Context: an optimization exercise on an open-source flow, tuned for small area, a short achievable clock period and few clock cycles per item. The choices shown serve that exercise and are no tape-out recipe.
At most, simulation tests tie the RTL to the original design; equivalence was not proved.
No activity file was given, so power comes from the tool's default toggle rates.

==> module demosaic, before the edit <==
module demosaic(clk, reset, in_en, data_in, wr_r, addr_r, wdata_r, rdata_r, wr_g, addr_g, wdata_g, rdata_g, wr_b, addr_b, wdata_b, rdata_b, done);
input clk;
input reset;
input in_en;
input [7:0] data_in;
output reg wr_r;
output reg [13:0] addr_r;
output reg [7:0] wdata_r;
input [7:0] rdata_r;
output reg wr_g;
output reg [13:0] addr_g;
output reg [7:0] wdata_g;
input [7:0] rdata_g;
output reg wr_b;
output reg [13:0] addr_b;
output reg [7:0] wdata_b;
input [7:0] rdata_b;
output reg done;
reg p1, p2;              
reg [6:0] row, col;      
reg bub;                 
reg f0, f126, f127;      
reg [1:0] mid_sel;       
reg [8:0] s0, s1;
reg [7:0] t2, b2;
reg [7:0] m0, m1;
reg [9:0] sm;
wire [7:0] mid_v = (mid_sel == 2'd0) ? rdata_r : (mid_sel == 2'd1) ? rdata_g : rdata_b;
wire [7:0] tb_a  = (mid_sel == 2'd0) ? rdata_g : rdata_r;
wire [7:0] tb_b  = (mid_sel == 2'd2) ? rdata_g : rdata_b;
wire [8:0] s2    = t2 + b2;
wire [8:0] horiz_b = m0 + rdata_b;
wire [8:0] horiz_r = m0 + rdata_r;
wire [9:0] gsum_s  = sm + rdata_g;
wire [9:0] diag_s  = s0 + t2 + b2;
wire [7:0] vert  = s1[8:1];
wire [7:0] gsum  = gsum_s[9:2];
wire [7:0] diag  = diag_s[9:2];
wire r0 = row[0];
wire c0 = col[0];
wire own_g = (r0 == c0);
wire own_r = ~r0 & c0;
wire own_b = r0 & ~c0;
wire [6:0] rp1 = row + 7'd1;
wire [6:0] rp2 = row + 7'd2;
wire [6:0] rm1 = row - 7'd1;
wire [13:0] a_own = {row, col};
wire [13:0] a_x = f0 ? {row, 7'd126} : {rp1, col - 7'd3};
wire [13:0] a_y = own_g ? {rm1, col - 7'd3} : {row, col - 7'd2};
wire x_wr = (row != 7'd127);
wire gen = ~f126 & ~f127;
wire [13:0] a_k   = {row, col};
wire [13:0] a_rc1 = {rp1, col + 7'd1};
wire [13:0] a_rc2 = {row, col + 7'd2};
wire [13:0] p2_r = gen ? (own_r ? a_rc1 : a_k) :
                   f126 ? a_k :
                   ~bub ? (r0 ? {rp1, 7'd126} : {row, 7'd1}) :
                          (r0 ? {rp1, 7'd1} : {rp1, 7'd127});
wire [13:0] p2_g = gen ? (own_g ? a_rc2 : a_k) :
                   f126 ? (r0 ? a_k : {rp2, 7'd0}) :
                   ~bub ? (r0 ? {row, 7'd1} : {rp1, 7'd126}) :
                          (r0 ? {rp1, 7'd127} : {rp1, 7'd1});
wire [13:0] p2_b = gen ? (own_b ? a_rc1 : a_k) :
                   f126 ? (r0 ? {rp2, 7'd0} : a_k) :
                   ~bub ? (r0 ? {rp1, 7'd126} : {rp2, 7'd127}) :
                          (r0 ? {rp2, 7'd2} : {rp1, 7'd127});
wire [1:0] mid_next = gen ? (own_g ? 2'd1 : own_r ? 2'd2 : 2'd0) :
                      f126 ? (r0 ? 2'd1 : 2'd2) :
                      (r0 ? 2'd0 : 2'd1);
wire last_pix = (row == 7'd127) & f127;
wire last_step = (row == 7'd126) & f127 & ~bub;
wire idle = ~p1 & ~p2 & ~done;
always @(posedge clk or posedge reset) begin
	if (reset) begin
		p1 <= 1'b0;
		p2 <= 1'b0;
		done <= 1'b0;
		wr_r <= 1'b0;
		wr_g <= 1'b0;
		wr_b <= 1'b0;
	end else begin
		if (p2) begin
			wr_r <= ~own_r & ~f127 & ~last_step;
			wr_g <= ~own_g & ~f127 & ~last_step;
			wr_b <= ~own_b & ~f127 & ~last_step;
			if (last_step) begin
				p2 <= 1'b0;
				done <= 1'b1;
			end
		end else if (in_en & ~done) begin
			wr_r <= ~own_g | x_wr;
			wr_g <= own_g | x_wr;
			wr_b <= 1'b1;
			p1 <= ~last_pix;
			p2 <= last_pix;
		end else begin
			wr_r <= 1'b0;
			wr_g <= 1'b0;
			wr_b <= 1'b0;
		end
	end
end
always @(posedge clk) begin
	s0 <= s1;
	s1 <= s2;
	t2 <= tb_a;
	b2 <= tb_b;
	m0 <= m1;
	m1 <= mid_v;
	sm <= s2 + m1;
	mid_sel <= mid_next;
	if (idle) begin
		row <= 7'd0;
		col <= {6'd0, in_en};
		bub <= 1'b0;
		f0 <= ~in_en;
		f126 <= 1'b0;
		f127 <= 1'b0;
	end else if (p1 & last_pix) begin
		row <= 7'd0;
		col <= 7'd126;
		bub <= 1'b0;
		f0 <= 1'b0;
		f126 <= 1'b1;
		f127 <= 1'b0;
	end else if (p2 & f127 & ~bub) begin
		bub <= 1'b1;
	end else begin
		col <= col + 7'd1;
		if (f127)
			row <= rp1;
		bub <= 1'b0;
		f0 <= f127;
		f126 <= (col == 7'd125);
		f127 <= f126;
	end
	if (p2) begin
		addr_r <= p2_r;
		addr_g <= p2_g;
		addr_b <= p2_b;
		wdata_r <= own_g ? (r0 ? vert : horiz_b[8:1]) : diag;
		wdata_g <= gsum;
		wdata_b <= own_g ? (r0 ? horiz_r[8:1] : vert) : diag;
	end else begin
		addr_r <= own_r ? a_own : own_g ? a_x : a_y;
		addr_g <= own_g ? a_own : a_x;
		addr_b <= own_b ? a_own : a_y;
		wdata_r <= data_in;
		wdata_g <= data_in;
		wdata_b <= data_in;
	end
end
endmodule
Settings: LEC_CHECK=0, CAP_MARGIN=20, CORE_MARGIN=2, CORE_UTILIZATION=40, SETUP_SLACK_MARGIN=2.0, SLEW_MARGIN=20, BUFFER_PORTS_ARGS=-buffer_cell sky130_fd_sc_hd__buf_1; clock period 5.0 ns.
standard.sh (not shown) runs the stock make flow with config.mk's settings and CLKGATE_MAP_FILE= SYNTH_SCRIPT=/design/flow/synth_recipe.tcl, a recipe that flattens the netlist after the stock synthesis.
==> flow/flow/run.sh <==
#!/bin/bash
# Standard layout, with a small buffer on each port instead of the default one.
set -euo pipefail
echo 'export BUFFER_PORTS_ARGS = -buffer_cell sky130_fd_sc_hd__buf_1' >> config.mk
bash standard.sh > flow.log 2>&1
Edit:
--- a/flow/design.v
+++ b/flow/design.v
@@ -18,24 +18,23 @@
 output reg done;
 reg p1, p2;              
 reg [6:0] row, col;      
 reg bub;                 
 reg f0, f126, f127;      
 reg [1:0] mid_sel;       
-reg [8:0] s0, s1;
-reg [7:0] t2, b2;
+reg [8:0] s0, s1, s2;
 reg [7:0] m0, m1;
-reg [9:0] sm;
 wire [7:0] mid_v = (mid_sel == 2'd0) ? rdata_r : (mid_sel == 2'd1) ? rdata_g : rdata_b;
 wire [7:0] tb_a  = (mid_sel == 2'd0) ? rdata_g : rdata_r;
 wire [7:0] tb_b  = (mid_sel == 2'd2) ? rdata_g : rdata_b;
-wire [8:0] s2    = t2 + b2;
-wire [8:0] horiz_b = m0 + rdata_b;
-wire [8:0] horiz_r = m0 + rdata_r;
+wire [8:0] s_in  = tb_a + tb_b;
+wire [8:0] horiz_s = m0 + (row[0] ? rdata_r : rdata_b);
+wire [9:0] sm      = s1 + m0;
 wire [9:0] gsum_s  = sm + rdata_g;
-wire [9:0] diag_s  = s0 + t2 + b2;
+wire [9:0] diag_s  = s0 + s2;
+wire [7:0] horiz = horiz_s[8:1];
 wire [7:0] vert  = s1[8:1];
 wire [7:0] gsum  = gsum_s[9:2];
 wire [7:0] diag  = diag_s[9:2];
 wire r0 = row[0];
 wire c0 = col[0];
 wire own_g = (r0 == c0);
@@ -100,17 +99,15 @@
 		end
 	end
 end
 always @(posedge clk) begin
 	s0 <= s1;
 	s1 <= s2;
-	t2 <= tb_a;
-	b2 <= tb_b;
+	s2 <= s_in;
 	m0 <= m1;
 	m1 <= mid_v;
-	sm <= s2 + m1;
 	mid_sel <= mid_next;
 	if (idle) begin
 		row <= 7'd0;
 		col <= {6'd0, in_en};
 		bub <= 1'b0;
 		f0 <= ~in_en;
@@ -135,15 +132,15 @@
 		f127 <= f126;
 	end
 	if (p2) begin
 		addr_r <= p2_r;
 		addr_g <= p2_g;
 		addr_b <= p2_b;
-		wdata_r <= own_g ? (r0 ? vert : horiz_b[8:1]) : diag;
+		wdata_r <= own_g ? (r0 ? vert : horiz) : diag;
 		wdata_g <= gsum;
-		wdata_b <= own_g ? (r0 ? horiz_r[8:1] : vert) : diag;
+		wdata_b <= own_g ? (r0 ? horiz : vert) : diag;
 	end else begin
 		addr_r <= own_r ? a_own : own_g ? a_x : a_y;
 		addr_g <= own_g ? a_own : a_x;
 		addr_b <= own_b ? a_own : a_y;
 		wdata_r <= data_in;
 		wdata_g <= data_in;
The changed run completed with no timing, DRC or antenna violations.
Power increases by about 70%.
Setup slack improves by 0.021 ns.
Wire length decreases by 6.1%.
Cell area decreases by about 8%.
Cell count decreases by 5.5%.
Critical path depth decreases by 1.
Clock power decreases by about 8%.
Clock skew is about the same.
Die area decreases by about 9%.
Utilization increases by 0.81 points.
Count of clock-buffer cells in the layout increases by 2.
First-iteration DRC count decreases by 2.4%.
Global-route usage increases by 1.4 points.
Testbench counts after the change, summed over its fixed seeds: cycles 261,128, images 8.
Only the layout flow was run in the first run of this note; the RTL was not checked for function there.

-- re-timing with driven ports --
In the flow no input, the clock included, has a driving cell. The finished layouts below were timed again as built, in two steps. Step 1, drivers: a clkbuf_16 drives clk and a buf_2 each remaining input, both assumed. Step 2 adds t to the input delays and takes it off the output delays; t is the mean of the earliest and latest rising clock arrival at the registers after step 1. Input paths then give back, and output paths get back, about the clock's delay inside the block. a / b / c = ideal / step 1 / step 2; a / b = the first two.
| run | shift t [ns] | setup slack, ns | worst register clock-pin slew, ns |
|---|---|---|---|
| the first run | 0.478 | 2.125 / 2.125 / 1.786 | 0.07 / 0.07 |
| the second run | 0.473 | 2.146 / 2.171 / 1.698 | 0.07 / 0.07 |
After both steps every run listed still meets setup and hold. The setup slack of the second run, which loses most, moves by +0.025 ns with the drivers and by -0.448 ns with both steps.
